This design comes from an exercise in tuning for small area on the open sky130 flow, not from production work.
Where RTL was checked, it was by simulation tests only, not by an equivalence proof against the original.
Only the layout flow was run in run 6; the RTL was not checked for function there.
No driver is modelled on the clock port, so clocking that relies on it looks cheaper here than on a real chip.
Power is estimated from default activity; no workload was simulated.

===== design/flow/flow/run.sh =====
#!/bin/bash
# The standard layout (standard.sh, ORFS) with changes aimed at cell
# area:
#  1. after the standard synthesis, its combinational logic is mapped again
#     by ABC with an area script (resyn.tcl, area.abc; four seeds, the
#     smallest kept); flip-flops and tie cells keep their instances, names
#     and types;
#  2. 1x port buffers;
#  3. before CTS, logic cells moved to their smallest drive strength and the
#     clock sinks split over three buffers fed by the clock port (TritonCTS
#     then skips those nets).
# Each tool's output is in flow_synth.log, flow.log, resyn_*.log and
# orfs/logs/.
set -euo pipefail
export BUFFER_PORTS_ARGS="-buffer_cell sky130_fd_sc_hd__buf_1"
export CTS_ARGS="-sink_clustering_enable -dont_use_dummy_load"
export PRE_CTS_TCL=$PWD/flow/pre_cts.tcl
bash standard.sh synth > flow_synth.log 2>&1
R=$PWD/orfs/results/$FLOW_PLATFORM/hexapod/base
P=$FLOW_HOME/platforms/$FLOW_PLATFORM
cp $R/1_2_yosys.v $R/1_2_yosys_standard.v
export RESYN_LIB=$P/lib/sky130_fd_sc_hd__tt_025C_1v80.lib
export RESYN_IN=$R/1_2_yosys_standard.v
export RESYN_KEEP="$(grep -o 'sky130_fd_sc_hd__df[a-z0-9_]*\|sky130_fd_sc_hd__conb_1' $RESYN_IN | sort -u | tr '\n' ' ')"
export RESYN_DONT_USE="$(sed -n '/DONT_USE_CELLS += /,/^$/p' $P/config.mk | grep -o 'sky130_fd_sc_hd__[a-z0-9_]*' | tr '\n' ' ')"
YOSYS=$(dirname $FLOW_HOME)/tools/install/yosys/bin/yosys
# four ABC runs with different seeds; the smallest result is used
for k in 1 2 3 4; do
  sed "s/&deepsyn -T 30/\&deepsyn -T 40 -S $k/" flow/area.abc > area_$k.abc
  RESYN_SCRIPT=$PWD/area_$k.abc RESYN_OUT=$R/1_2_yosys_resyn_$k.v $YOSYS -c flow/resyn.tcl > resyn_$k.log 2>&1 &
done
wait
best=""; barea=""
for k in 1 2 3 4; do
  a=$(grep "Chip area for top module" resyn_$k.log | grep -o "[0-9.]*$" || true)
  echo "resyn $k: $a" >> resyn_pick.log
  [[ -n "$a" ]] || continue
  if [[ -z "$best" ]] || awk -v a="$a" -v b="$barea" 'BEGIN { exit !(a < b) }'; then best=$k; barea=$a; fi
done
echo "picked $best" >> resyn_pick.log
# keep the top module only
awk '/^module hexapod\(/{p=1} p{print} p&&/^endmodule/{p=0}' $R/1_2_yosys_resyn_$best.v > $R/1_2_yosys.v
touch $R/1_2_yosys.v
bash standard.sh finish > flow.log 2>&1

===== design/flow/flow/area.abc =====
strash
&get -n
&deepsyn -T 30
&put
dch -f
amap
&get -n
&st
&dch
&nf -R 1000
&put

===== design/flow/flow/clkbuf.tcl =====
# Drive the clock sinks from k clock buffers fed directly by the clock port,
# each buffer placed at the centroid of its group of sinks (groups are
# contiguous in x).
proc split_clock_buffers {cell k} {
  set db [ord::get_db]
  set block [ord::get_db_block]
  set clk [$block findNet CLK]
  set master [$db findMaster $cell]
  set sinks {}
  foreach it [$clk getITerms] {
    set loc [[$it getInst] getLocation]
    lappend sinks [list [lindex $loc 0] [lindex $loc 1] $it]
  }
  set sinks [lsort -integer -index 0 $sinks]
  set skip [list CLK]
  set n [llength $sinks]
  for {set g 0} {$g < $k} {incr g} {
    set lo [expr {$g * $n / $k}]
    set hi [expr {($g + 1) * $n / $k - 1}]
    set inst [odb::dbInst_create $block $master clkbuf_root_$g]
    set net [odb::dbNet_create $block clknet_root_$g]
    $net setSigType CLOCK
    set sx 0; set sy 0; set m 0
    foreach s [lrange $sinks $lo $hi] {
      set it [lindex $s 2]
      set sx [expr {$sx + [lindex $s 0]}]; set sy [expr {$sy + [lindex $s 1]}]; incr m
      $it disconnect
      $it connect $net
    }
    [$inst findITerm A] connect $clk
    [$inst findITerm X] connect $net
    $inst setLocation [expr {$sx / $m}] [expr {$sy / $m}]
    $inst setPlacementStatus PLACED
    lappend skip clknet_root_$g
    puts "split_clock_buffers: $cell $g drives $m sinks"
  }
  # TritonCTS leaves these nets as they are
  set_cts_config -skip_nets $skip
}

===== design/flow/flow/downsize.tcl =====
# Swap every logic cell to the smallest-area cell of the same family
# (same function and pins, other drive strength).
proc area_downsize {} {
  set db [ord::get_db]
  set block [ord::get_db_block]
  set n 0
  foreach inst [$block getInsts] {
    set m [$inst getMaster]
    set name [$m getName]
    if {![regexp {^(sky130_fd_sc_hd__[a-z0-9]+)_([0-9]+)$} $name -> base drv]} { continue }
    if {[regexp {tap|fill|decap|conb|clkbuf|clkdly|dly|df|dl|sdf|edf|lpflow|probe} $base]} { continue }
    # leave drivers of large fanout as sized
    set fo 0
    foreach it [$inst getITerms] {
      if {[$it isOutputSignal] && [$it getNet] != "NULL"} { set fo [llength [[$it getNet] getITerms]] }
    }
    set best $m
    set barea [expr {[$m getWidth] * [$m getHeight]}]
    foreach d {0 1 2 4 6 8 12 16} {
      set c [$db findMaster ${base}_$d]
      if {$c == "NULL" || $c == ""} { continue }
      set a [expr {[$c getWidth] * [$c getHeight]}]
      # smallest area; among equal areas the strongest; large-fanout
      # drivers only move to a stronger cell of the same area
      if {$fo > 8 && $a > $barea} { continue }
      if {$fo > 8 && $a < $barea} { continue }
      if {$a <= $barea} { set best $c; set barea $a }
    }
    if {$best != $m} {
      replace_cell [$inst getName] [$best getName]
      incr n
    }
  }
  puts "area_downsize: swapped $n cells"
}
area_downsize

===== design/flow/flow/pre_cts.tcl =====
set dir [file dirname [info script]]
source [file join $dir downsize.tcl]
source [file join $dir tie.tcl]
source [file join $dir clkbuf.tcl]
split_clock_buffers sky130_fd_sc_hd__buf_4 3
estimate_parasitics -placement

===== design/flow/flow/resyn.tcl =====
# Re-map the combinational logic of the standard synthesis netlist for
# area. Flip-flops and tie cells keep their instances, names and types.
yosys -import
set lib $::env(RESYN_LIB)
set in $::env(RESYN_IN)
set out $::env(RESYN_OUT)
set script $::env(RESYN_SCRIPT)
read_liberty -ignore_miss_func $lib
read_verilog -defer $in
hierarchy -top hexapod
# cells to keep as they are
foreach m [list {*}[split $::env(RESYN_KEEP) " "]] { setattr -mod -set keep_hierarchy 1 $m }
flatten
# the inlined cells leave wires named cell.pin: give them internal names
yosys rename -hide w:*.*
opt_clean -purge
set dont_use {}
foreach c [split $::env(RESYN_DONT_USE) " "] { if {$c ne ""} { lappend dont_use -dont_use $c } }
abc -liberty $lib {*}$dont_use -script $script
opt_clean -purge
hilomap -singleton -hicell sky130_fd_sc_hd__conb_1 HI -locell sky130_fd_sc_hd__conb_1 LO
insbuf -buf sky130_fd_sc_hd__buf_4 A X
opt_clean -purge
stat -liberty $lib
write_verilog -noattr -noexpr -nohex -nodec -selected $out

===== design/flow/flow/tie.tcl =====
# Drive all constant-1 ports from one tie cell (floorplan gives each port a
# tie cell of its own).
proc merge_tie_cells {} {
  set block [ord::get_db_block]
  set keep ""
  set n 0
  foreach inst [$block getInsts] {
    if {[[$inst getMaster] getName] ne "sky130_fd_sc_hd__conb_1"} { continue }
    set hi [[$inst findITerm HI] getNet]
    set lo [[$inst findITerm LO] getNet]
    if {$lo ne "NULL" || $hi eq "NULL"} { continue }
    if {[llength [$hi getITerms]] != 1} { continue }
    if {$keep eq ""} { set keep $hi; continue }
    foreach bt [$hi getBTerms] { $bt connect $keep }
    odb::dbInst_destroy $inst
    odb::dbNet_destroy $hi
    incr n
  }
  puts "merge_tie_cells: removed $n"
}
merge_tie_cells

===== design/flow/standard.sh =====
#!/bin/bash
# synth_recipe.tcl (not shown) runs the flow's synth.tcl, then flattens the netlist and writes it again
# the make line also repeats each setting of config.mk as NAME=value (left out here)
make -C /OpenROAD-flow-scripts/flow DESIGN_CONFIG=/design/flow/config.mk WORK_HOME=/design/flow/orfs CLKGATE_MAP_FILE= SYNTH_SCRIPT=/design/flow/synth_recipe.tcl "${@:-finish}"

===== design/flow/config.mk =====
export PLATFORM = sky130hd
export DESIGN_NAME = hexapod
export DESIGN_NICKNAME = hexapod
export VERILOG_FILES = /design/flow/design.v
export SDC_FILE = /design/flow/constraint.sdc
export NUM_CORES = 4
export LEC_CHECK = 0
export CAP_MARGIN = 20
export CORE_AREA = 2 2 60 60
export DIE_AREA = 0 0 62 62
export PLACE_DENSITY = 0.85
export SLEW_MARGIN = 20

===== design/flow/constraint.sdc =====
create_clock -name core_clock -period 20.0 [get_ports {CLK}]
set_input_delay 4.0000 -clock core_clock [delete_from_list [all_inputs] [get_ports {CLK}]]
set_output_delay 4.0000 -clock core_clock [all_outputs]
set_load 0.01 [all_outputs]

===== design/flow/design.v =====
`timescale 1ns / 1ps
module guanjie(
    input z,
    input bw,
    input lo,
    input lt,
    output pos,
    output neg
    );
assign pos = z & (bw | lo | lt);
assign neg = z & (bw | (lo & ~lt));
endmodule
`timescale 1ns / 1ps
module hexapod(
    input CLK,
    input rst,
    output zu11,
    output zu12,
    output zu13,
    output zu21,
    output zu22,
    output zu23,
    output zu31,
    output zu32,
    output zu33,
    output zu41,
    output zu42,
    output zu43,
    output zu51,
    output zu52,
    output zu53,
    output zu61,
    output zu62,
    output zu63,
    output [2:0] servo_en
    );
reg [7:0]  P;
reg [6:0]  Lr;
reg [5:0]  Hr;
wire [6:0] L = Lr ^ 7'd63;
wire [5:0] H = Hr ^ 6'd60;
reg [3:0]  cr;
wire [3:0] c = ~cr;
reg        d;
reg        h;
wire       nr = d | ~(c[3] & c[2]);
wire p_end = ~P[6] & ~P[5] & P[4] & P[3] & ~P[2] & ~P[1] & P[0];
wire [7:0] lc;                                   
assign lc[0] = p_end;
genvar i;
generate
	for (i = 0; i < 7; i = i + 1) begin : lcar
		assign lc[i+1] = lc[i] & L[i];
	end
endgenerate
wire       l_wrap = lc[7];
wire [6:0] lt = {lc[6:2], lc[1:0] & {2{~l_wrap}}};
wire [6:0] hc;
assign hc[0] = l_wrap;
generate
	for (i = 0; i < 6; i = i + 1) begin : hcar
		assign hc[i+1] = hc[i] & H[i];
	end
endgenerate
wire       g_adv = hc[6];
wire [5:0] ht = {hc[5], hc[4:3] & {2{~g_adv}}, hc[2:0]};
wire       c_top = ~d & c[3] & ~c[2] & c[1] & c[0];
wire [4:0] cc;
assign cc[0] = g_adv;
generate
	for (i = 0; i < 4; i = i + 1) begin : ccar
		assign cc[i+1] = cc[i] & c[i];
	end
endgenerate
wire [3:0] ct = {cc[3] | (g_adv & c_top), cc[2:0] & {3{~c_top}}};
wire       dt = (g_adv & c_top) | (cc[4] & d);
wire       ht_ = cc[4] & d;
always @ (posedge CLK or posedge rst)
begin
	if (rst)
	begin
		P <= 8'd132;
		Lr <= 7'd0;
		Hr <= 6'd0;
		cr <= 4'd0;
		d <= 1'b0;
		h <= 1'b0;
	end
	else
	begin
		P <= {P[6:0], ~(P[7] ^ P[4]) ^ p_end};
		Lr <= Lr ^ lt;
		Hr <= Hr ^ ht;
		cr <= cr ^ ct;
		d <= d ^ dt;
		h <= h ^ ht_;
	end
end
wire       grp = H[5] & H[4] & H[3] & H[2];
wire       blk = H[1] & H[0];
wire       z  = grp & (blk | H[1] | H[0] | L[6]);
wire       bw = ~blk;
wire       lo = ~L[6];
wire [5:0] e  = L[5:0] ^ {6{~L[6]}};             
wire [3:0] qh = c ^ {4{d}};
wire [4:0] q = {qh, nr};
wire lt1  = nr & (e < {1'b0, q});
wire lt2  = nr & (e < {q, 1'b0});
wire lt25 = e < 6'd25;
wire sel  = ~(h ^ d);                            
wire cu = sel ? lt1 : lt25;
wire cv = sel ? lt25 : lt1;
wire pa, pd, wb, wc, we, wf;
guanjie jb(.z(z), .bw(bw), .lo(lo), .lt(cu),  .pos(wb), .neg(wc));
guanjie je(.z(z), .bw(bw), .lo(lo), .lt(cv),  .pos(we), .neg(wf));
guanjie ja(.z(z), .bw(bw), .lo(lo), .lt(lt2), .pos(pa), .neg(pd));
wire wa = h ? pa : pd;
wire wd = h ? pd : pa;
assign zu11 = wa;
assign zu41 = wa;
assign zu31 = wa;
assign zu61 = wa;
assign zu21 = wd;
assign zu51 = wd;
assign zu12 = wb;
assign zu32 = wb;
assign zu53 = wb;
assign zu13 = wc;
assign zu33 = wc;
assign zu52 = wc;
assign zu22 = we;
assign zu43 = we;
assign zu63 = we;
assign zu23 = wf;
assign zu42 = wf;
assign zu62 = wf;
assign servo_en = 3'b111;
endmodule

==> run_results.csv, run 1 <==
group,metric,value,unit
final_layout,nNetsFinal,164,
clocking,path_clk_slew,0.09,ns
final_layout,multiInputGateArea,623,um2
placement,place.gp.congestion,0.804,
clocking,worstSkewPairLatency,0.14,ns
global_routing,grt-ovfl-total,0,
final_layout,regArea,678,um2
power,power,0.0000775,W
detailed_routing,drt_pass1_iterations,4,
floorplan,initial_core_util,0.435,
min_path,holdPathStages,0,
timing,post-route-period-util,0.309,
clocking,cts_resized,0,
worst_setup_path,startpoint_type,"register",
global_routing,grt_usage,0.128,
global_routing,grt_first_pass_wirelength,3800,um
worst_setup_path,reg2reg_depth,8,
global_routing,grt_pass1_vias,897,
floorplan,ios,23,
final_layout,fin_util,0.447,
worst_setup_path,critPathBufInv,2,
final_layout,n_fill_cell,315,
timing,worst_clock_skew,0.0170,ns
floorplan,fp.dieW,62,um
timing,fin_crit,6.18,ns
detailed_routing,finalWirelength,2480,um
timing,drv_slew,0,
worst_setup_path,slowest_stage,"dfrtp_1",
detailed_routing,ant_nets,0,
final_layout,layout_commonest_cell,"dfrtp_1",
worst_setup_path,cp_common_cell,"a21oi_1",
global_routing,antenna_found_initial,0,
timing,rsz0062_at_grt,"false",
power,ir_worst_vdd,18.5,uV
power,power.leakage,0.693,nW
detailed_routing,vias,1079,
power,power_density,52.8,nW/um2
timing,hold_slack,0.362,ns
worst_setup_path,slowest_delay,0.55,ns
worst_setup_path,path_class,"register to primary output",
final_layout,antennaDiodeCount,0,
timing,worst_slew_pin_slew,0.944,ns
worst_setup_path,crit_cells,9,
detailed_routing,vias_per_cell,5.24,
worst_setup_path,cp.required,16.00,ns
run_status,outcome,"timing/DRC/antenna clean",
final_layout,final_layout_size_suffix_gt1_frac,0.0500,
floorplan,dieArea,3840,um2
floorplan,die-height,62,um
timing,hold_viol,0,
clocking,post_cts_buffers,0,
detailed_routing,routedWlPerCell,12.0,um
clocking,hold_buffers,0,
global_routing,grt_max_degree,28,
timing,fmax,162,MHz
worst_setup_path,worst-path-max-fanout,9,
timing,setup_tns,0,ns
worst_setup_path,critPathTopFamily,"compound AO/OA/AOI/OAI gates",
min_path,min_path_type,"register to register",
worst_setup_path,cp-end-kind,"primary output",
timing,slew_headroom,0.367,
final_layout,area_growth,2.71,%
yosys,syn_avg_cell_area,9.34,um2
yosys,netlist_area,1430,um2
placement,io_buffer_count,19,
run,maxCapViolCount,0,
floorplan,core,3280,um2
placement,dpl.hpwl,1780,um
timing,setup_violations,0,
yosys,synth_cells,153,
detailed_routing,drt_iter0_drc,61,
detailed_routing,drc,0,
worst_setup_path,cp_cell_sequence,"clkinv_1 > a21oi_1 > a21oi_1 > a21oi_1 > o21ai_1 > o21ai_1 > nand2_1 > a211oi_1 > buf_1",
yosys,yosys_warnings,1,
floorplan,num_rows,21,
worst_setup_path,worst-endpoint-arrival,2.18,ns
final_layout,final_cell_mix,"25 x dfrtp_1, 19 x buf_1, 17 x nor2_1",
worst_setup_path,regToRegSetupSlack,16.74,ns
[where the power goes]
group | internal, W | leakage, nW | switching, W | total, W
logic | 0.0000000597 | 0.322 | 0.00000138 | 0.00000144
clock network | 0.00000787 | 0.0144 | 0.0000136 | 0.0000215
registers | 0.0000546 | 0.356 | 0 | 0.0000546
[final timing paths]
| path | endpoint | startpoint |
|---|---|---|
| setup / recovery | zu11 | Lr[6]$_DFF_PP0_ |
| hold / removal | P[6]$_DFF_PP0_ | P[5]$_DFF_PP0_ |
| setup reg to reg | h$_DFF_PP0_ | P[5]$_DFF_PP0_ |
| hold reg to reg | P[6]$_DFF_PP0_ | P[5]$_DFF_PP0_ |
| max in group asynchronous | cr[0]$_DFF_PP0_ | rst |
| min in group asynchronous | Hr[2]$_DFF_PP0_ | rst |
[sequential cells by signal (all words and copies together), names as in the netlist]
name,count
Lr,7
d,1
cr,4
Hr,6
h,1
P,8
[stage by stage]
step                      setup slack [ns]  instance area, um2  std cells
final                                13.82                1470        206
after global routing                 13.48                1470        206
after CTS                            13.99                1470        206
after detailed placement             13.98                1450        205
after global placement               13.97                1450        205
after floorplan                      13.93                1440        155
[per-layer routing]
layer | global-route usage | routed length [um]
met1 | 0.152 | 1070
met2 | 0.238 | 1210
met3 | 0.0248 | 148
met4 | 0.0274 | 53
met5 | 0 | 0
[area by class of cell]
cell class	instances	area share
sequential	27	0.462
multi-input combinational	107	0.425
timing repair buffer	19	0.0486
tap	46	0.0392
buffer	3	0.0153
inverter	4	0.0102
==> run 2, diff against run 1 <==
--- a/design/flow/config.mk
+++ b/design/flow/config.mk
@@ -10,3 +10,2 @@
 export DIE_AREA = 0 0 62 62
-export PLACE_DENSITY = 0.85
 export SLEW_MARGIN = 20
==> run 2 against run 1 <==
Power decreased by 0.71%. Clock skew decreased by 0.0021 ns. Global-route usage increased by 0.46 points. Highest routed layer unchanged.
==> run_results.csv, run 2 <==
group,metric,value,unit
global_routing,grt_pass1_vias,860,
final_layout,antennaDiodeCount,0,
timing,setup_violations,0,
placement,placedCellCount,205,
floorplan,core,3280,um2
worst_setup_path,cp_cell_sequence,"clkinv_1 > a21oi_1 > a21oi_1 > a21oi_1 > o21ai_1 > o21ai_1 > nand2_1 > a211oi_1 > buf_1",
detailed_routing,vias_per_cell,5.20,
final_layout,largest_registers,"P (8), Lr (7), Hr (6)",
timing,worst_clock_skew,0.0149,ns
worst_setup_path,slowest_stage,"dfrtp_1",
timing,slew_headroom,0.367,
final_layout,top_register,"P",
run,maxCapViolCount,0,
floorplan,die-height,62,um
placement,place.gp.congestion,0.756,
power,power.leakage,0.693,nW
clocking,cts_resized,0,
detailed_routing,routedWlPerCell,12.4,um
timing,fin_crit,6.24,ns
placement,pre_cts_ws,13.91,ns
timing,drv_slew,0,
clocking,hold_buffers,0,
final_layout,layout.cells.non_filler,206,
timing,fmax,160,MHz
final_layout,nNetsFinal,164,
detailed_routing,ant_nets,0,
yosys,yosys_warnings,1,
final_layout,area_growth,2.71,%
detailed_routing,drc,0,
timing,worst_slew_pin_slew,0.943,ns
run_status,outcome,"timing/DRC/antenna clean",
min_path,min_from,"P[1]$_DFF_PP0_",
detailed_routing,drt_pass1_iterations,4,
floorplan,num_rows,21,
worst_setup_path,cp.required,16.00,ns
global_routing,grt_usage,0.133,
min_path,min_path_type,"register to register",
worst_setup_path,cp-end-kind,"primary output",
final_layout,final_layout_size_suffix_gt1_frac,0.0500,
final_layout,largest_reg_flops,8,
timing,setup_ws,13.76,ns
floorplan,ios,23,
worst_setup_path,worst-endpoint-arrival,2.24,ns
min_path,holdPathStages,0,
worst_setup_path,r2r-end,"h$_DFF_PP0_",
floorplan,fp.dieW,62,um
power,power_density,52.5,nW/um2
final_layout,fin_util,0.447,
clocking,worstSkewPairLatency,0.13,ns
worst_setup_path,reg2reg_depth,8,
floorplan,dieArea,3840,um2
final_layout,layout_commonest_cell,"dfrtp_1",
global_routing,grt_max_degree,28,
worst_setup_path,worst-path-max-fanout,9,
worst_setup_path,path_class,"register to primary output",
timing,hold_viol,0,
detailed_routing,vias,1071,
power,ir_worst_vdd,44.0,uV
yosys,synth_cells,153,
worst_setup_path,regToRegSetupSlack,16.78,ns
yosys,syn_avg_cell_area,9.34,um2
placement,io_buffer_count,19,
floorplan,initial_core_util,0.435,
power,power,0.0000770,W
global_routing,antenna_found_initial,0,
clocking,post_cts_buffers,0,
worst_setup_path,reg2reg_from,"P[5]$_DFF_PP0_",
detailed_routing,finalWirelength,2550,um
final_layout,final_cell_mix,"25 x dfrtp_1, 19 x buf_1, 17 x nor2_1",
timing,rsz0062_at_grt,"false",
yosys,netlist_area,1430,um2
worst_setup_path,slowest_delay,0.56,ns
clocking,path_clk_slew,0.09,ns
min_path,hold_end,"P[2]$_DFF_PP1_",
detailed_routing,drt_iter0_drc,47,
global_routing,grt-ovfl-total,0,
timing,setup_tns,0,ns
timing,post-route-period-util,0.312,
worst_setup_path,cp_common_cell,"a21oi_1",
placement,dpl.hpwl,1910,um
global_routing,grt_first_pass_wirelength,3920,um
worst_setup_path,startpoint_type,"register",
==> run 2: cell counts in the layout (fill, tap and decap cells not counted) <==
No cell type changed its count.
==> run 2: stage by stage <==
stage               instance area, um2  hold slack [ns]
floorplan                         1440            0.345
global placement                  1450            0.363
detailed placement                1450            0.363
CTS                               1470            0.369
global route                      1470            0.399
finish                            1470            0.384
==> run 2: final cells by class <==
cell class,count,area (um2)
buffer,3,22.5
fill,325,1820
inverter,4,15.0
multi-input combinational,107,623
sequential,27,678
tap,46,57.6
timing repair buffer,19,71.3
==> run 2: how the worst max path moves through the flow <==
stage,startpoint,to,slack (ns),depth (start not counted)
floorplan,d$_DFF_PP0_,zu31,13.93,11
global placement,d$_DFF_PP0_,zu11,13.97,11
detailed placement,d$_DFF_PP0_,zu41,13.91,11
CTS,Lr[6]$_DFF_PP0_,zu41,13.92,9
global route,Lr[6]$_DFF_PP0_,zu61,13.47,9
finish,Lr[6]$_DFF_PP0_,zu41,13.76,9
==> run 2: where the power goes <==
| part | switching [W] | internal [W] | leakage, nW |
|---|---|---|---|
| Clock | 0.0000131 | 0.00000786 | 0.0144 |
| Combinational | 0.00000132 | 0.0000000597 | 0.322 |
| Sequential | 0 | 0.0000546 | 0.356 |
==> run 2: critical path: cells and delay by family (launching register included) <==
kind,cells,cell delay [ns]
AOI/OAI and AO/OA,6,1.00
DFF,1,0.56
buffers and inverters,2,0.45
and+or+nand+nor,1,0.11
==> run 2: per-layer routing <==
layer,GRT usage,up-vias,routed length (um)
met2,0.241,29,1250
met4,0.0122,0,24
met5,0,-,0
met1,0.177,498,1170
met3,0.0124,2,105
li1,-,542,-
==> run 3, diff against run 2 <==
==> design/flow/flow/run.sh (replaced) <==
#!/bin/bash
# The standard layout (standard.sh, ORFS) with changes aimed at cell
# area:
#  1. after the standard synthesis, its combinational logic is mapped again
#     by ABC with an area script (resyn.tcl, area.abc; two rounds of four
#     seeds, the smallest kept); flip-flops and tie cells keep their
#     instances, names and types;
#  2. 1x port buffers;
#  3. before CTS, logic cells moved to their smallest drive strength and the
#     clock sinks split over three buffers fed by the clock port (TritonCTS
#     then skips those nets).
# Each tool's output is in flow_synth.log, flow.log, resyn_*.log and
# orfs/logs/.
set -euo pipefail
export BUFFER_PORTS_ARGS="-buffer_cell sky130_fd_sc_hd__buf_1"
export CTS_ARGS="-sink_clustering_enable -dont_use_dummy_load"
export PRE_CTS_TCL=$PWD/flow/pre_cts.tcl
bash standard.sh synth > flow_synth.log 2>&1
R=$PWD/orfs/results/$FLOW_PLATFORM/hexapod/base
P=$FLOW_HOME/platforms/$FLOW_PLATFORM
cp $R/1_2_yosys.v $R/1_2_yosys_standard.v
export RESYN_LIB=$P/lib/sky130_fd_sc_hd__tt_025C_1v80.lib
export RESYN_KEEP="$(grep -o 'sky130_fd_sc_hd__df[a-z0-9_]*\|sky130_fd_sc_hd__conb_1' $R/1_2_yosys_standard.v | sort -u | tr '\n' ' ')"
export RESYN_DONT_USE="$(sed -n '/DONT_USE_CELLS += /,/^$/p' $P/config.mk | grep -o 'sky130_fd_sc_hd__[a-z0-9_]*' | tr '\n' ' ')"
YOSYS=$(dirname $FLOW_HOME)/tools/install/yosys/bin/yosys
# Two rounds of four ABC runs with different seeds; the second round
# starts from the first round's smallest result. The smallest result of all
# is used.
resyn_round() {  # $1: input netlist, $2: first seed, $3: round name
  for k in 0 1 2 3; do
    local seed=$(($2 + k))
    sed "s/&deepsyn -T 30/\&deepsyn -T 40 -S $seed/" flow/area.abc > area_$3_$seed.abc
    RESYN_IN=$1 RESYN_SCRIPT=$PWD/area_$3_$seed.abc RESYN_OUT=$R/1_2_yosys_$3_$seed.v \
      $YOSYS -c flow/resyn.tcl > resyn_$3_$seed.log 2>&1 &
  done
  wait
  for k in 0 1 2 3; do
    local seed=$(($2 + k))
    local a=$(grep "Chip area for top module" resyn_$3_$seed.log | grep -o "[0-9.]*$" || true)
    echo "$3 seed $seed: $a" >> resyn_pick.log
    [[ -n "$a" ]] || continue
    if [[ -z "$best" ]] || awk -v a="$a" -v b="$barea" 'BEGIN { exit !(a < b) }'; then
      best=$R/1_2_yosys_$3_$seed.v; barea=$a
    fi
  done
  # keep the top module only
  awk '/^module hexapod\(/{p=1} p{print} p&&/^endmodule/{p=0}' $best > $R/1_2_yosys_best.v
  echo "best so far: $best $barea" >> resyn_pick.log
}
best=""; barea=""
resyn_round $R/1_2_yosys_standard.v 1 r1
cp $R/1_2_yosys_best.v $R/1_2_yosys_r1best.v
resyn_round $R/1_2_yosys_r1best.v 5 r2
cp $R/1_2_yosys_best.v $R/1_2_yosys.v
touch $R/1_2_yosys.v
bash standard.sh finish > flow.log 2>&1
==> run 3 against run 2 <==
Sequential share of layout area fell by 0.54 points. Clock skew shrank 0.0021 ns. Worst hold slack lost 0.0058 ns. Synthesized cell count up 0.65%. Synthesized area decreased by 0.70%. Utilization is 0.53 points higher. Die area unchanged.
==> run_results.csv, run 3 <==
group,metric,value,unit
worst_setup_path,cp_cell_sequence,"and3_1 > a211oi_1 > maj3_1 > a21oi_1 > o21ai_1 > o22a_1 > nor2_1 > nor2_1 > buf_1",
detailed_routing,wl_met1,1100,um
yosys,netlist_area,1420,um2
run,maxCapViolCount,0,
min_path,holdPathStages,0,
worst_setup_path,slowest_stage,"dfrtp_1",
worst_setup_path,cp.required,16.00,ns
detailed_routing,drc,0,
clocking,post_cts_buffers,0,
final_layout,final_cell_mix,"25 x dfrtp_1, 21 x nand2_1, 19 x nor2_1, 19 x buf_1, 14 x o21ai_1",
floorplan,initial_core_util,0.432,
power,power.leakage,0.726,nW
worst_setup_path,cp-endpoint,"zu23",
detailed_routing,ant_nets,0,
detailed_routing,drt_iter0_drc,40,
final_layout,area_growth,4.67,%
global_routing,grt_first_pass_wirelength,3980,um
clocking,path_clk_slew,0.09,ns
detailed_routing,drt_pass1_iterations,4,
worst_setup_path,reg2reg_from,"P[4]$_DFF_PP0_",
timing,worst_clock_skew,0.0128,ns
detailed_routing,finalWirelength,2340,um
worst_setup_path,path_class,"register to primary output",
worst_setup_path,crit_start,"Lr[6]$_DFF_PP0_",
final_layout,largest_reg_flops,8,
timing,fin_crit,6.17,ns
worst_setup_path,regToRegSetupSlack,16.77,ns
placement,io_buffer_count,19,
worst_setup_path,slowest_delay,0.53,ns
worst_setup_path,cp_common_cell,"nor2_1",
global_routing,grt_max_degree,28,
worst_setup_path,crit_cells,9,
timing,setup_violations,0,
global_routing,grt-ovfl-total,0,
worst_setup_path,critPathTopFamily,"compound AO/OA/AOI/OAI gates",
run_status,outcome,"timing/DRC/antenna clean",
final_layout,layout.cells.non_filler,208,
final_layout,top_register,"P",
floorplan,core,3280,um2
global_routing,grt_pass1_vias,908,
floorplan,die-height,62,um
worst_setup_path,reg2reg_depth,15,
timing,post-route-period-util,0.308,
detailed_routing,vias_per_cell,4.91,
timing,slew_headroom,0.601,
worst_setup_path,worst-path-max-fanout,11,
worst_setup_path,worst-endpoint-arrival,2.17,ns
detailed_routing,wl_met2,1080,um
worst_setup_path,startpoint_type,"register",
timing,hold_slack,0.378,ns
clocking,worstSkewPairLatency,0.13,ns
global_routing,grt_usage,0.133,
placement,placedCellCount,206,
worst_setup_path,critPathBufInv,1,
power,power_density,52.5,nW/um2
floorplan,ios,23,
timing,fmax,162,MHz
final_layout,antennaDiodeCount,0,
final_layout,nNetsFinal,166,
placement,dpl.hpwl,1750,um
global_routing,antenna_found_initial,0,
clocking,cts_resized,0,
detailed_routing,routedWlPerCell,11.3,um
detailed_routing,wl_met3,142,um
final_layout,layout_commonest_cell,"dfrtp_1",
timing,setup_ws,13.83,ns
power,ir_worst_vdd,41.3,uV
detailed_routing,vias,1021,
clocking,hold_buffers,0,
timing,setup_tns,0,ns
floorplan,num_rows,21,
floorplan,dieArea,3840,um2
placement,place.gp.congestion,0.760,
floorplan,fp.dieW,62,um
yosys,synth_cells,154,
yosys,yosys_warnings,1,
placement,pre_cts_ws,13.86,ns
worst_setup_path,cp-end-kind,"primary output",
timing,hold_viol,0,
final_layout,largest_registers,"P (8), Lr (7), Hr (6)",
worst_setup_path,r2r-end,"h$_DFF_PP0_",
yosys,syn_avg_cell_area,9.21,um2
timing,rsz0062_at_grt,"false",
detailed_routing,topRoutingLayerUsed,"met4",
timing,drv_slew,0,
timing,worst_slew_pin_slew,0.593,ns
min_path,min_path_type,"register to register",
final_layout,final_layout_size_suffix_gt1_frac,0.0556,
[run 3: layout make-up]
type / count / area (um2)
Buffer: 3 / 22.5
Timing Repair Buffer: 20 / 98.8
Fill cell: 332 / 1800
Tap cell: 46 / 57.6
Multi-Input combinational cell: 109 / 617
Sequential cell: 27 / 678
Inverter: 3 / 11.3
[run 3: worst min path at each step]
| stage | slack [ns] | from | endpoint |
|---|---|---|---|
| 3_3_place_gp | 0.36 | P[3]$_DFF_PP0_ | P[4]$_DFF_PP0_ |
| 6_report | 0.38 | P[3]$_DFF_PP0_ | P[4]$_DFF_PP0_ |
| 3_5_place_dp | 0.36 | P[1]$_DFF_PP0_ | P[2]$_DFF_PP1_ |
| 4_1_cts | 0.36 | P[3]$_DFF_PP0_ | P[4]$_DFF_PP0_ |
| 2_1_floorplan | 0.35 | P[0]$_DFF_PP0_ | P[1]$_DFF_PP0_ |
| 5_1_grt | 0.40 | P[6]$_DFF_PP0_ | P[7]$_DFF_PP1_ |
[run 3: where the power goes]
group,switching (W),internal (W),leakage [nW]
logic,0.00000143,0.000000600,0.356
registers,0,0.0000546,0.356
clock network,0.0000135,0.00000786,0.0144
[run 3: metal layers]
layer  up-vias  global-route usage
li1        527                   -
met5         -                   0
met4         0             0.00912
met3         4              0.0248
met2        25               0.232
met1       465               0.181
[run 3: metrics by stage]
| stage | total power, W | utilization | instance area, um2 |
|---|---|---|---|
| after CTS | 0.0000731 | 0.444 | 1460 |
| after floorplan | 0.0000571 | - | 1430 |
| after detailed placement | 0.0000571 | 0.439 | 1440 |
| after global placement | 0.0000570 | 0.439 | 1440 |
| final | 0.0000780 | 0.452 | 1490 |
| after global routing | 0.0000812 | 0.452 | 1490 |
==> run 4, diff against run 3 <==
==> design/flow/flow/downsize.tcl (replaced) <==
# Swap every logic cell to the smallest-area cell of the same family (same
# function and pins, other drive strength; inv and clkinv count as one
# family). Among cells of equal area the strongest is taken. Drivers of large
# fanout only move to a stronger cell of the same area.
proc area_downsize {} {
  set db [ord::get_db]
  set block [ord::get_db_block]
  set n 0
  foreach inst [$block getInsts] {
    set m [$inst getMaster]
    set name [$m getName]
    if {![regexp {^sky130_fd_sc_hd__([a-z0-9]+)_([0-9]+)$} $name -> base drv]} { continue }
    if {[regexp {tap|fill|decap|conb|clkbuf|clkdly|dly|df|dl|sdf|edf|lpflow|probe} $base]} { continue }
    set fo 0
    foreach it [$inst getITerms] {
      if {[$it isOutputSignal] && [$it getNet] != "NULL"} { set fo [llength [[$it getNet] getITerms]] }
    }
    set bases [list $base]
    if {$base eq "inv"} { lappend bases clkinv }
    if {$base eq "clkinv"} { lappend bases inv }
    set best $m
    set bdrv $drv
    set barea [expr {[$m getWidth] * [$m getHeight]}]
    set area0 $barea
    foreach b $bases {
      foreach d {0 1 2 4 6 8 12 16} {
        set c [$db findMaster sky130_fd_sc_hd__${b}_$d]
        if {$c == "NULL" || $c == ""} { continue }
        set a [expr {[$c getWidth] * [$c getHeight]}]
        if {$fo > 8 && $a != $area0} { continue }
        if {$a < $barea || ($a == $barea && $d > $bdrv)} { set best $c; set barea $a; set bdrv $d }
      }
    }
    if {$best != $m} {
      replace_cell [$inst getName] [$best getName]
      incr n
    }
  }
  puts "area_downsize: swapped $n cells"
}
area_downsize
==> run 4 against run 3 <==
Combinational power shrank 32%. Largest cell class unchanged. Global-route usage unchanged. Cell area down 1.9%. Still clean.
==> run_results.csv, run 4 <==
group,metric,value,unit
run_status,outcome,"timing/DRC/antenna clean",
timing,setup_tns,0,ns
final_layout,fin_util,0.444,
detailed_routing,routedWlPerCell,11.2,um
power,ir_worst_vdd,41.3,uV
final_layout,antennaDiodeCount,0,
clocking,worstSkewPairLatency,0.13,ns
worst_setup_path,path_class,"register to primary output",
worst_setup_path,slowest_delay,0.53,ns
final_layout,final_cell_area,1460,um2
yosys,yosys_warnings,1,
worst_setup_path,critPathBufInv,1,
worst_setup_path,slowest_stage,"dfrtp_1",
detailed_routing,finalWirelength,2320,um
worst_setup_path,cp-end-kind,"primary output",
worst_setup_path,reg2reg_from,"P[4]$_DFF_PP0_",
global_routing,grt_first_pass_wirelength,3980,um
placement,dpl.hpwl,1750,um
power,power_density,53.1,nW/um2
yosys,netlist_area,1420,um2
timing,hold_viol,0,
final_layout,n_fill_cell,334,
yosys,syn_avg_cell_area,9.21,um2
final_layout,final_layout_size_suffix_gt1_frac,0.0683,
detailed_routing,drt_iter0_drc,37,
timing,slew_headroom,0.601,
clocking,path_clk_slew,0.09,ns
worst_setup_path,cp_cell_sequence,"and3_1 > a211oi_1 > maj3_1 > a21oi_1 > o21ai_1 > o22a_1 > nor2_1 > nor2_1 > buf_1",
final_layout,layout_commonest_cell,"dfrtp_1",
floorplan,ios,23,
timing,post-route-period-util,0.308,
clocking,cts_resized,0,
final_layout,final_cell_mix,"25 x dfrtp_1, 21 x nand2_1, 19 x nor2_1, 19 x buf_1, 14 x o21ai_1",
floorplan,core,3280,um2
global_routing,grt-ovfl-total,0,
floorplan,num_rows,21,
detailed_routing,vias_per_cell,4.91,
placement,postPlaceCellArea,1440,um2
final_layout,nNetsFinal,165,
global_routing,grt_usage,0.133,
detailed_routing,drc,0,
floorplan,dieArea,3840,um2
min_path,min_path_type,"register to register",
worst_setup_path,regToRegSetupSlack,16.77,ns
timing,drv_slew,0,
floorplan,die-height,62,um
worst_setup_path,cp_common_cell,"nor2_1",
timing,fin_crit,6.17,ns
clocking,post_cts_buffers,0,
yosys,synth_cells,154,
timing,setup_violations,0,
worst_setup_path,crit_start,"Lr[6]$_DFF_PP0_",
min_path,min_from,"P[3]$_DFF_PP0_",
global_routing,grt_pass1_vias,908,
floorplan,initial_core_util,0.432,
timing,worst_slew_pin_slew,0.593,ns
power,power.leakage,0.717,nW
global_routing,antenna_found_initial,0,
worst_setup_path,worst-path-max-fanout,11,
final_layout,area_growth,2.73,%
detailed_routing,ant_nets,0,
final_layout,top_register,"P",
placement,io_buffer_count,19,
timing,hold_slack,0.378,ns
final_layout,largest_registers,"P (8), Lr (7), Hr (6)",
detailed_routing,drt_pass1_iterations,4,
global_routing,grt_max_degree,28,
floorplan,fp.dieW,62,um
placement,place.gp.congestion,0.760,
worst_setup_path,critPathTopFamily,"compound AO/OA/AOI/OAI gates",
clocking,hold_buffers,0,
run,maxCapViolCount,0,
final_layout,largest_reg_flops,8,
detailed_routing,vias,1017,
worst_setup_path,worst-endpoint-arrival,2.17,ns
worst_setup_path,startpoint_type,"register",
timing,worst_clock_skew,0.0140,ns
timing,rsz0062_at_grt,"false",
timing,fmax,162,MHz
worst_setup_path,cp.required,16.00,ns
run 4: cell count changes in the layout (fill, tap and decap cells not counted):
cell / change
inv_2: +3
clkinv_1: -3
buf_16: -1
run 4: worst register-to-register path: stages (launching register included):
cell      delay, ns
dfrtp_1        0.39
nand2_1        0.06
nor3_1         0.15
nand3_1        0.14
or2_2          0.34
nor3_1         0.25
nand2b_1       0.14
nor2_1         0.21
and3_1         0.36
nor2b_1        0.21
nand2_1        0.11
nor2_1         0.22
nand2_1        0.15
nor3_1         0.28
nor2_1         0.07
a21oi_1        0.11
run 4: worst paths after layout:
check	endpoint	depth (start not counted)
setup / recovery	zu23	9
hold / removal	P[4]$_DFF_PP0_	0
setup reg to reg	h$_DFF_PP0_	15
hold reg to reg	P[4]$_DFF_PP0_	0
max in group asynchronous	P[2]$_DFF_PP1_	2
min in group asynchronous	cr[3]$_DFF_PP0_	2
run 4: per-layer routing:
| metal | track usage | vias up | part of all wire |
|---|---|---|---|
| li1 | - | 523 | - |
| met3 | 0.0248 | 4 | 0.061 |
| met1 | 0.181 | 465 | 0.48 |
| met4 | 0.00912 | 0 | 0.0099 |
| met5 | 0 | - | 0 |
| met2 | 0.232 | 25 | 0.45 |
run 4: layout make-up:
type                            count  area (um2)  area share
Sequential cell                    27         678       0.465
Multi-Input combinational cell    109         617       0.423
Timing Repair Buffer               19        71.3      0.0489
Tap cell                           46        57.6      0.0395
Buffer                              3        22.5      0.0155
Inverter                            3        11.3     0.00773
run 4: where the power goes:
part	total (W)	switching (W)	internal (W)
Clock	0.0000215	0.0000136	0.00000787
Combinational	0.00000138	0.00000131	0.0000000643
Sequential	0.0000546	0	0.0000546
Total	0.0000774	0.0000149	0.0000625
run 4: metrics by stage:
stage               worst slack, ns  cells  total power (W)
finish                        13.83    207        0.0000774
global route                  13.57    207        0.0000805
CTS                           13.97    207        0.0000731
detailed placement            13.86    206        0.0000571
global placement              13.92    206        0.0000570
floorplan                     13.88    156        0.0000571
==> run 5, diff against run 4 <==
--- a/design/flow/flow/run.sh
+++ b/design/flow/flow/run.sh
@@ -4,3 +4,3 @@
 #  1. after the standard synthesis, its combinational logic is mapped again
-#     by ABC with an area script (resyn.tcl, area.abc; two rounds of four
+#     by ABC with an area script (resyn.tcl, area.abc; three rounds of four
 #     seeds, the smallest kept); flip-flops and tie cells keep their
@@ -25,4 +25,4 @@
 YOSYS=$(dirname $FLOW_HOME)/tools/install/yosys/bin/yosys
-# Two rounds of four ABC runs with different seeds; the second round
-# starts from the first round's smallest result. The smallest result of all
+# Three rounds of four ABC runs with different seeds; each round starts
+# from the smallest result so far. The smallest result of all
 # is used.
@@ -53,2 +53,4 @@
 resyn_round $R/1_2_yosys_r1best.v 5 r2
+cp $R/1_2_yosys_best.v $R/1_2_yosys_r2best.v
+resyn_round $R/1_2_yosys_r2best.v 9 r3
 cp $R/1_2_yosys_best.v $R/1_2_yosys.v
==> run 5 against run 4 <==
Synthesized area shrank 0.26%. Still clean on timing, DRC and antenna. Fmax decreased by 6.5%. Synthesized cell count down 4.5%. Critical path depth stayed put. Routed wire length grew 2.9%. Setup slack got worse by 0.43 ns. Utilization fell by 0.11 points.
==> run_results.csv, run 5 <==
group,metric,value,unit
run_status,outcome,"timing/DRC/antenna clean",
floorplan,initial_core_util,0.431,
power,power.leakage,0.660,nW
worst_setup_path,worst-path-max-fanout,10,
power,power,0.0000769,W
global_routing,grt_pass1_vias,876,
detailed_routing,ant_nets,0,
yosys,netlist_area,1420,um2
final_layout,regArea,678,um2
power,p_clk_frac,0.272,
timing,setup_violations,0,
final_layout,multiInputGateArea,621,um2
worst_setup_path,r2r-end,"h$_DFF_PP0_",
global_routing,grt_max_degree,28,
worst_setup_path,cp.required,16.00,ns
floorplan,core,3280,um2
clocking,post_cts_buffers,0,
power,switching_power,0.0000144,W
final_layout,layout_commonest_cell,"dfrtp_1",
power,ir_worst_vdd,50.2,uV
detailed_routing,drt_pass1_iterations,4,
detailed_routing,drc,0,
yosys,syn_avg_cell_area,9.63,um2
clocking,cts_resized,0,
global_routing,grt-ovfl-total,0,
global_routing,antenna_found_initial,0,
timing,hold_slack,0.369,ns
worst_setup_path,cp-end-kind,"primary output",
power,p_seq_frac,0.710,
worst_setup_path,worst-endpoint-arrival,2.60,ns
worst_setup_path,reg2reg_from,"P[1]$_DFF_PP0_",
floorplan,dieArea,3840,um2
worst_setup_path,reg2reg_depth,9,
yosys,yosys_warnings,1,
final_layout,n_fill_cell,319,
timing,drv_slew,0,
floorplan,fp.dieW,62,um
final_layout,nNetsFinal,158,
power,power_density,52.9,nW/um2
final_layout,top_register,"P",
timing,hold_viol,0,
clocking,worstSkewPairLatency,0.13,ns
final_layout,final_layout_size_suffix_gt1_frac,0.0519,
worst_setup_path,crit_start,"Lr[6]$_DFF_PP0_",
global_routing,top_usage_layer,"met2",
yosys,synth_cells,147,
timing,slew_headroom,0.600,
timing,worst_slew_pin_slew,0.596,ns
timing,fin_crit,6.60,ns
final_layout,area_growth,2.74,%
detailed_routing,vias,984,
timing,post-route-period-util,0.330,
clocking,hold_buffers,0,
worst_setup_path,cp-endpoint,"zu61",
detailed_routing,drt_iter0_drc,47,
clocking,path_clk_slew,0.09,ns
global_routing,gr-usage-met3,0.0248,
final_layout,antennaDiodeCount,0,
power,combinationalPowerShare,0.018,
min_path,min_path_type,"register to register",
floorplan,ios,23,
detailed_routing,finalWirelength,2390,um
worst_setup_path,regToRegSetupSlack,16.69,ns
floorplan,num_rows,21,
global_routing,grtUsageMet1,0.180,
global_routing,grt_first_pass_wirelength,3840,um
timing,setup_tns,0,ns
worst_setup_path,path_class,"register to primary output",
final_layout,largest_registers,"P (8), Lr (7), Hr (6)",
placement,place.gp.congestion,0.781,
placement,io_buffer_count,19,
detailed_routing,routedWlPerCell,12.0,um
detailed_routing,vias_per_cell,4.92,
global_routing,gr-usage-met2,0.213,
power,sw_frac_of_total,0.187,
timing,worst_clock_skew,0.0100,ns
placement,dpl.hpwl,1730,um
global_routing,grt_usage,0.128,
worst_setup_path,startpoint_type,"register",
timing,rsz0062_at_grt,"false",
final_layout,final_cell_mix,"25 x dfrtp_1, 19 x nor2_1, 19 x buf_1",
power,internal_power,0.0000625,W
floorplan,die-height,62,um
timing,fmax,152,MHz
final_layout,largest_reg_flops,8,
run,maxCapViolCount,0,
==> run 5: how the worst min path moves through the flow <==
stage	start	end	slack, ns	cells after the start
CTS	P[1]$_DFF_PP0_	P[2]$_DFF_PP1_	0.36	0
finish	P[5]$_DFF_PP0_	P[6]$_DFF_PP0_	0.37	0
floorplan	P[5]$_DFF_PP0_	P[6]$_DFF_PP0_	0.35	0
detailed placement	P[1]$_DFF_PP0_	P[2]$_DFF_PP1_	0.35	0
global route	P[1]$_DFF_PP0_	P[2]$_DFF_PP1_	0.38	0
global placement	P[5]$_DFF_PP0_	P[6]$_DFF_PP0_	0.35	0
==> run 5: area by class of cell <==
type / instances / share of cell area
repair buffers: 19 / 0.0491
multi-input cells: 104 / 0.427
inverters: 1 / 0.00258
flip-flops and latches: 27 / 0.466
plain buffers: 3 / 0.0155
well taps: 46 / 0.0396
==> run 5: power by group through the flow <==
stage / sequential (W) / clock [W] / combinational [W]
5_1_grt: 0.0000546 / 0.0000239 / 0.00000176
2_1_floorplan: 0.0000556 / 0 / 0.00000149
3_5_place_dp: 0.0000556 / 0 / 0.00000141
6_report: 0.0000546 / 0.0000209 / 0.00000142
4_1_cts: 0.0000556 / 0.0000160 / 0.00000143
3_3_place_gp: 0.0000556 / 0 / 0.00000136
==> run 5: per-layer routing <==
layer  part of all wire  wire [um]
met4             0.0059         14
met3              0.044        105
met5                  0          0
met1               0.47       1110
met2               0.48       1160
==> run 5: metrics by stage <==
step | utilization | worst slack [ns] | std cells | instance area, um2
floorplan | - | 13.66 | 149 | 1420
global placement | 0.438 | 13.72 | 199 | 1440
detailed placement | 0.438 | 13.52 | 199 | 1440
CTS | 0.443 | 13.56 | 200 | 1450
global route | 0.443 | 13.11 | 200 | 1450
finish | 0.443 | 13.40 | 200 | 1450
==> run 5: worst max-delay path, cell delays in order (launching register included) <==
cell and delay [ns]:
dfrtp_1 0.52, xnor2_1 0.40, o22ai_1 0.17, o21ai_1 0.15, maj3_1 0.18, a21oi_1 0.04, nor3_1 0.38, nor2_1 0.12
nor3_1 0.33, buf_1 0.19
==> run 6, diff against run 5 <==
--- a/design/flow/design.v
+++ b/design/flow/design.v
@@ -41,7 +41,7 @@
 wire [5:0] H = Hr ^ 6'd60;
-reg [3:0]  cr;
-wire [3:0] c = ~cr;
+reg [3:0]  qr;                                   
+wire [3:0] qh = ~qr;
 reg        d;
 reg        h;
-wire       nr = d | ~(c[3] & c[2]);
+wire       nr = d | ~(qh[3] & qh[2]);
 wire p_end = ~P[6] & ~P[5] & P[4] & P[3] & ~P[2] & ~P[1] & P[0];
@@ -66,13 +66,14 @@
 wire [5:0] ht = {hc[5], hc[4:3] & {2{~g_adv}}, hc[2:0]};
-wire       c_top = ~d & c[3] & ~c[2] & c[1] & c[0];
-wire [4:0] cc;
-assign cc[0] = g_adv;
+wire       q_top = ~d & qh[3] & ~qh[2] & qh[1] & qh[0];    
+wire       q_bot = d & ~|qh;                              
+wire [4:0] qc;
+assign qc[0] = g_adv & ~q_bot;
 generate
-	for (i = 0; i < 4; i = i + 1) begin : ccar
-		assign cc[i+1] = cc[i] & c[i];
+	for (i = 0; i < 4; i = i + 1) begin : qcar
+		assign qc[i+1] = qc[i] & (qh[i] ^ d);
 	end
 endgenerate
-wire [3:0] ct = {cc[3] | (g_adv & c_top), cc[2:0] & {3{~c_top}}};
-wire       dt = (g_adv & c_top) | (cc[4] & d);
-wire       ht_ = cc[4] & d;
+wire [3:0] qt = qc[3:0];
+wire       dt = g_adv & (q_top | q_bot);
+wire       ht_ = g_adv & q_bot;
 always @ (posedge CLK or posedge rst)
@@ -84,3 +85,3 @@
 		Hr <= 6'd0;
-		cr <= 4'd0;
+		qr <= 4'd0;
 		d <= 1'b0;
@@ -93,3 +94,3 @@
 		Hr <= Hr ^ ht;
-		cr <= cr ^ ct;
+		qr <= qr ^ qt;
 		d <= d ^ dt;
@@ -104,3 +105,2 @@
 wire [5:0] e  = L[5:0] ^ {6{~L[6]}};             
-wire [3:0] qh = c ^ {4{d}};
 wire [4:0] q = {qh, nr};
==> run 6 against run 5 <==
Clock skew up 0.011 ns. Fmax rose by 3.9%. Critical path depth fell by 2. Power increased by 1.6%. Highest routed layer unchanged.
==> run_results.csv, run 6 <==
group,metric,value,unit
final_layout,largest_registers,"P (8), Lr (7), Hr (6)",
worst_setup_path,cp-end-kind,"primary output",
global_routing,antenna_found_initial,0,
global_routing,grt-ovfl-total,0,
worst_setup_path,reg2reg_from,"P[6]$_DFF_PP0_",
final_layout,layout_commonest_cell,"dfrtp_1",
placement,place.gp.congestion,0.738,
floorplan,core,3280,um2
global_routing,gr-usage-met2,0.268,
timing,slew_headroom,0.601,
clocking,cts_resized,0,
timing,rsz0062_at_grt,"false",
floorplan,num_rows,21,
worst_setup_path,worst-endpoint-arrival,2.35,ns
yosys,netlist_area,1430,um2
global_routing,grt_first_pass_wirelength,4330,um
min_path,min_from,"P[1]$_DFF_PP0_",
yosys,synth_cells,149,
timing,setup_tns,0,ns
timing,drv_slew,0,
min_path,holdPathStages,0,
final_layout,final_layout_size_suffix_gt1_frac,0.0449,
detailed_routing,vias_per_cell,5.27,
floorplan,fp.dieW,62,um
worst_setup_path,startpoint_type,"register",
detailed_routing,drt_pass1_iterations,4,
clocking,worstSkewPairLatency,0.14,ns
global_routing,grtUsageMet1,0.190,
final_layout,area_growth,2.72,%
worst_setup_path,r2r-end,"qr[3]$_DFF_PP0_",
timing,fin_crit,6.35,ns
yosys,syn_avg_cell_area,9.56,um2
clocking,post_cts_buffers,0,
final_layout,layout.cells.non_filler,202,
run,maxCapViolCount,0,
placement,io_buffer_count,19,
detailed_routing,drc,0,
final_layout,final_cell_mix,"25 x dfrtp_1, 19 x buf_1, 14 x o21ai_1",
power,power,0.0000782,W
worst_setup_path,cp.required,16.00,ns
power,power_density,53.4,nW/um2
final_layout,antennaDiodeCount,0,
detailed_routing,finalWirelength,2680,um
timing,post-route-period-util,0.318,
final_layout,nNetsFinal,160,
yosys,yosys_warnings,1,
worst_setup_path,regToRegSetupSlack,16.88,ns
final_layout,largest_reg_flops,8,
global_routing,grt_max_degree,28,
global_routing,top_usage_layer,"met2",
placement,placedCellCount,201,
final_layout,final_cell_area,1460,um2
timing,worst_slew_pin_slew,0.583,ns
floorplan,initial_core_util,0.434,
detailed_routing,drt_iter0_drc,65,
power,power.leakage,0.679,nW
final_layout,top_register,"P",
global_routing,gr-usage-met3,0.0248,
timing,worst_clock_skew,0.0208,ns
floorplan,dieArea,3840,um2
placement,postPlaceCellArea,1450,um2
power,ir_worst_vdd,40.9,uV
floorplan,die-height,62,um
global_routing,grt_pass1_vias,941,
timing,setup_violations,0,
detailed_routing,ant_nets,0,
run_status,outcome,"timing/DRC/antenna clean",
floorplan,ios,23,
global_routing,grt_usage,0.147,
clocking,path_clk_slew,0.09,ns
worst_setup_path,worst-path-max-fanout,11,
worst_setup_path,path_class,"register to primary output",
min_path,hold_end,"P[2]$_DFF_PP1_",
detailed_routing,vias,1065,
min_path,min_path_type,"register to register",
timing,hold_viol,0,
clocking,hold_buffers,0,
detailed_routing,routedWlPerCell,13.3,um
placement,dpl.hpwl,1930,um
worst_setup_path,reg2reg_depth,11,
timing,fmax,157,MHz
-- run 6: final cells by class --
type	instances	area, um2
repair buffers	19	71.3
well taps	46	57.6
plain buffers	3	22.5
flip-flops and latches	27	678
inverters	2	7.51
fillers	329	1820
multi-input cells	105	627
-- run 6: stage by stage --
step	setup slack, ns	hold WS, ns	utilization
after floorplan	14.02	0.353	-
after global placement	13.97	0.367	0.441
after detailed placement	13.81	0.372	0.441
after CTS	13.82	0.369	0.446
after global routing	13.34	0.381	0.446
final	13.65	0.369	0.446
-- run 6: critical path, cell delays in order, from the launching register on --
cell       delay, ns
dfrtp_1         0.52
xor2_1          0.26
a22oi_1         0.24
a21oi_1         0.09
a2111oi_0       0.48
mux2i_1         0.17
a21oi_1         0.27
buf_1           0.19
-- run 6: worst max path at each step --
stage                     cells after the start  slack (ns)   end            start
final                                         7       13.65  zu22  Lr[6]$_DFF_PP0_
after global routing                          7       13.34  zu32  Lr[6]$_DFF_PP0_
after CTS                                     7       13.82  zu22  Lr[6]$_DFF_PP0_
after detailed placement                      7       13.81  zu22  Lr[6]$_DFF_PP0_
after global placement                        7       13.97  zu12  Lr[6]$_DFF_PP0_
after floorplan                               7       14.02  zu32  Lr[6]$_DFF_PP0_
-- run 6: routing by layer --
metal	part of all wire	wire, um
met1	0.41	1110
met3	0.040	107
met4	0.0063	17
met5	0	0
met2	0.54	1440
-- run 6: where the power goes --
group,switching (W),internal [W],total [W]
clock network,0.0000142,0.00000788,0.0000221
logic,0.00000139,0.0000000640,0.00000145
registers,0,0.0000546,0.0000546

## afterwards: timing with drivers on the ports
No port has a modelled driver above. Below, the same layouts with a new extraction and two added sets of constraints. Step 1: set_driving_cell puts a clkbuf_16 on CLK and a buf_2 on each other input, an assumption about the parent block. Step 2, shift: input delay + t, output delay - t, t = (earliest + latest rising clock arrival at the registers) / 2. This alone moves slack from input paths to output paths. Slacks: ideal / step 1 / step 2; pairs: ideal / step 1.
run | t, ns | setup slack, ns | worst setup path at the end | latest minus earliest clock arrival (ns) | pins driven straight from the clock port
run 1 | 0.165 | 13.822 / 13.784 / 13.949 | register to output | 0.017 / 0.017 | 3
run 2 | 0.161 | 13.756 / 13.721 / 13.882 | register to output | 0.015 / 0.015 | 3
run 3 | 0.161 | 13.832 / 13.799 / 13.959 | register to output | 0.012 / 0.013 | 3
run 4 | 0.161 | 13.833 / 13.799 / 13.960 | register to output | 0.014 / 0.014 | 3
run 5 | 0.158 | 13.402 / 13.368 / 13.526 | register to output | 0.010 / 0.010 | 3
run 6 | 0.164 | 13.647 / 13.613 / 13.777 | register to output | 0.021 / 0.020 | 3
After both steps setup and hold are still met in every run listed.
